What follows belongs to an exercise in optimizing a design on an open flow for small area; a production flow would make more cautious choices. Function was checked by simulation only, so behaviour that the tests miss may differ from the original. The clock port is modelled as an ideal driver; clocking choices that lean on that would not hold on a real chip. Power figures rest on the tool's default switching activity, not on a simulated workload.

Setup of red:
## UART_SYS
module UART_SYS
(
 input   wire                          CLK,
 input   wire                          RST_N,
 input   wire                          UART_RX_IN,
 output  wire                          UART_TX_O,
 output  reg                           parity_error,
 output  reg                           framing_error
);
Size in the first run: about 720 cells after synthesis, ~6 I/O pins, about 6800 sq um of cells after synthesis.
clock: 32.0 ns
lec_check: 0
abc_area: 1
cap_margin: 10
core_margin: 2
core_utilization: 40
cts_buf_list: sky130_fd_sc_hd__clkbuf_8
slew_margin: 10
standard.sh (not shown) runs the stock make flow with config.mk's settings and CLKGATE_MAP_FILE= SYNTH_SCRIPT=/design/flow/synth_recipe.tcl, a recipe that flattens the netlist after the stock synthesis.
==> flow/flow/run.sh <==
#!/bin/bash
# Standard layout (standard synthesis unchanged), with these changes:
# - after floorplan, flow/rmp.tcl re-maps the combinational logic for area
#   (OpenROAD restructure) onto the platform's cells less its don't-use cells;
# - clock tree synthesis adds no dummy loads, and flow/down.tcl then downsizes
#   clock buffers while every flip-flop clock pin keeps a slew of at most 120 ps;
# - the port buffers use the smallest buffer cell.
set -euo pipefail
W=$(pwd)
python3 "$W/flow/rmp_lib.py" "$FLOW_HOME" "$W/rmp.lib" > rmp_lib.log 2>&1
export RMP_LIB="$W/rmp.lib"
bash standard.sh \
  "POST_FLOORPLAN_TCL=$W/flow/rmp.tcl" \
  "CTS_ARGS=-sink_clustering_enable -repair_clock_nets -buf_list sky130_fd_sc_hd__clkbuf_8 -dont_use_dummy_load" \
  "BUFFER_PORTS_ARGS=-buffer_cell sky130_fd_sc_hd__buf_1" \
  "POST_CTS_TCL=$W/flow/down.tcl" \
  finish > orfs_flow.log 2>&1
==> flow/flow/down.tcl <==
# Downsize clock buffers while every flip-flop clock pin keeps a slew of at
# most 120 ps (estimated from placement).
proc clk_worst_slew {} {
  set ws 0
  foreach pin [get_pins -hierarchical */CLK] {
    set s [get_property $pin slew_max]
    if {$s > $ws} { set ws $s }
  }
  return $ws
}
set limit 0.120
estimate_parasitics -placement
foreach inst [get_cells *] {
  set m [get_property $inst ref_name]
  if {![string match "sky130_fd_sc_hd__clkbuf_*" $m]} { continue }
  foreach cand {sky130_fd_sc_hd__clkbuf_2 sky130_fd_sc_hd__clkbuf_4} {
    if {[string equal $cand $m]} { break }
    replace_cell $inst [get_lib_cells */$cand]
    estimate_parasitics -placement
    if {[clk_worst_slew] <= $limit} {
      puts "DOWNSIZE [get_property $inst name] $m -> $cand"
      set m $cand
      break
    }
    replace_cell $inst [get_lib_cells */$m]
    estimate_parasitics -placement
  }
}
puts "WORST_AFTER [clk_worst_slew]"
==> flow/flow/rmp.tcl <==
# After floorplan: re-map the combinational logic for area with OpenROAD's
# restructure (ABC); registers and ports are left as they are.
file mkdir $::env(OBJECTS_DIR)/rmp
log_cmd restructure -liberty_file $::env(RMP_LIB) -target area \
  -tielo_port [join $::env(TIELO_CELL_AND_PORT) /] \
  -tiehi_port [join $::env(TIEHI_CELL_AND_PORT) /] \
  -work_dir $::env(OBJECTS_DIR)/rmp \
  -abc_logfile $::env(LOG_DIR)/2_1_rmp_abc.log
==> flow/flow/rmp_lib.py <==
"""Write a copy of the platform's liberty file without the cells the platform
marks don't-use, for the logic restructuring step (flow/rmp.tcl) to map onto.
usage: python3 rmp_lib.py FLOW_HOME OUT_LIB"""
import fnmatch, re, sys

flow_home, out = sys.argv[1], sys.argv[2]
plat = flow_home + "/platforms/sky130hd"
cfg = open(plat + "/config.mk").read()
m = re.search(r"DONT_USE_CELLS\s*\+?=\s*((?:.*\\\n)*.*)", cfg)
pats = m.group(1).replace("\\\n", " ").split() if m else []
src = open(plat + "/lib/sky130_fd_sc_hd__tt_025C_1v80.lib").read()
cell = re.compile(r'\n[ \t]*cell[ \t]*\([ \t]*"?(\w+)"?[ \t]*\)[ \t]*\{')
parts, last, pos = [], 0, 0
while True:
    m = cell.search(src, pos)
    if not m:
        break
    depth, j = 1, m.end()
    while depth:
        j = min(k for k in (src.find("{", j), src.find("}", j)) if k >= 0)
        depth += 1 if src[j] == "{" else -1
        j += 1
    if any(fnmatch.fnmatch(m.group(1), p) for p in pats):
        parts.append(src[last:m.start()])
        last = j
    pos = j
parts.append(src[last:])
open(out, "w").write("".join(parts))
red has completed all stages; timing, DRC and antenna checks passed.
For blue, these inputs were changed with respect to red:
Settings: a deleted ABC_AREA that had been 1; a change of SLEW_MARGIN from 10 to 20; a change of CAP_MARGIN from 10 to 20.
--- a/flow/flow/run.sh
+++ b/flow/flow/run.sh
@@ -4,5 +4,5 @@
 #   (OpenROAD restructure) onto the platform's cells less its don't-use cells;
 # - clock tree synthesis adds no dummy loads, and flow/down.tcl then downsizes
-#   clock buffers while every flip-flop clock pin keeps a slew of at most 120 ps;
+#   clock buffers while every flip-flop clock pin keeps a slew of at most 110 ps;
 # - the port buffers use the smallest buffer cell.
 set -euo pipefail
--- a/flow/flow/down.tcl
+++ b/flow/flow/down.tcl
@@ -1,4 +1,4 @@
 # Downsize clock buffers while every flip-flop clock pin keeps a slew of at
-# most 120 ps (estimated from placement).
+# most 110 ps (estimated from placement).
 proc clk_worst_slew {} {
   set ws 0
@@ -9,5 +9,5 @@
   return $ws
 }
-set limit 0.120
+set limit 0.110
 estimate_parasitics -placement
 foreach inst [get_cells *] {
Findings:
- Every stage of the flow completed for blue, and the final layout passed the timing, design-rule and antenna checks.
- blue packs its core tighter than red.
- Run comparison: red endpoint of the most critical setup path P[3]$_DFFE_PP_; blue endpoint of the most critical setup path P[9]$_DFFE_PP_
- Of red and blue, the run reporting the higher maximum frequency was blue.
- The higher share of layout cells above drive strength 1 of red and blue is in blue.
Input-level comparison between green and blue:
==> flow/flow/run.sh <==
#!/bin/bash
# Standard layout, with three changes: clock tree synthesis adds no dummy
# loads, the port buffers use the smallest buffer cell, and after clock tree
# synthesis flow/down.tcl downsizes clock buffers while every flip-flop clock
# pin keeps a slew of at most 110 ps.
set -euo pipefail
bash standard.sh \
  "CTS_ARGS=-sink_clustering_enable -repair_clock_nets -buf_list sky130_fd_sc_hd__clkbuf_8 -dont_use_dummy_load" \
  "BUFFER_PORTS_ARGS=-buffer_cell sky130_fd_sc_hd__buf_1" \
  "POST_CTS_TCL=$(pwd)/flow/down.tcl" \
  finish > orfs_flow.log 2>&1
removed: flow/flow/rmp.tcl
removed: flow/flow/rmp_lib.py
[summary]
When green is set beside blue, its power dissipated in the clock network turns out to be 3.6% smaller. From green to blue, cell count after synthesis did not move at all. Worst setup slack of blue is on par with green. Going from blue to green, switching fraction of total power grows by 0.17 points. On part of the power in registers: between blue and green, it ends up lower for blue. Cmp blue and green / routed wire length / lower: blue. Total power improves in green relative to blue. Non-clock buffer instance count of the final layout is higher on blue.
The following lists how orange was set up differently from green:
Settings: setting ABC_AREA to 1 for the first time.
==> flow/flow/run.sh <==
#!/bin/bash
# Standard layout, with clock tree synthesis told not to add dummy loads.
set -euo pipefail
bash standard.sh "CTS_ARGS=-sink_clustering_enable -repair_clock_nets -buf_list sky130_fd_sc_hd__clkbuf_8 -dont_use_dummy_load" finish > orfs_flow.log 2>&1
removed: flow/flow/down.tcl
Results
Against green, orange comes in 0.31 ns higher on signal arrival time at the worst endpoint. Sort orange and green by global-route usage desc -> top: orange. orange against green: power now larger, count of final max-slew check failures comparable. Compared with green, orange shows count of non-CTS inverters in the layout that has gone up by more than 100%. Setup slack, orange and green, lower one = orange. Comparing orange and green, the higher non-clock buffer instance count of the final layout is on green. Delta (orange minus green): sequential share of layout area dropped 1.4 points, cell count after synthesis climbed 21%.
--- input diff orange..purple ---
Settings: ABC_AREA removed (was 1); CORE_UTILIZATION changed from 40 to 70.
## What came out
The non-clock buffer share of cell area in purple sits 0.19 points above the value recorded for orange. purple vs. orange: overall power of the completed layout shows a reduction of 0.0011 mW; actual transition at the worst max-transition pin has decreased; total number of placement rows went down; multiplexer share of the synthesized area has increased. On area used by multi-input combinational logic: between orange and purple, it ends up lower for orange. purple vs orange: total met2 wirelength after detailed routing up. [purple] post-synthesis cell count fell 126 relative to orange.

-- port drivers added, routing unchanged --
Ports are ideal in the flow. The routed layouts listed here were re-timed in OpenROAD.
Step 1, drivers: a clkbuf_16 drives CLK and a buf_2 each remaining input, both assumed.
Step 2 adds t to the input delays and takes it off the output delays; t is the mean of the earliest and latest rising clock arrival at the registers after step 1. Input paths then give back, and output paths get back, about the clock's delay inside the block.
a / b / c = ideal / step 1 / step 2; a / b = the first two.
run | t (ns) | setup slack, ns | hold WS [ns] | worst setup path at the end | worst slew at a driven data input, ns
red | 0.713 | 23.167 / 23.182 / 22.469 | 0.304 / 0.305 / 0.305 | input to register | 0.03
blue | 0.742 | 23.478 / 23.487 / 22.744 | 0.306 / 0.306 / 0.306 | input to register | 0.03
green | 0.569 | 23.481 / 23.446 / 23.418 | 0.301 / 0.301 / 0.301 | input to register | 0.03
orange | 0.461 | 23.168 / 23.135 / 22.981 | 0.306 / 0.306 / 0.306 | input to register | 0.03
purple | 0.461 | 23.147 / 23.114 / 22.854 | 0.297 / 0.297 / 0.297 | input to register | 0.03
After both steps setup and hold are still met in every run listed. For blue, which loses most, drivers alone change the setup slack by +0.009 ns; drivers and shift together by -0.734 ns.
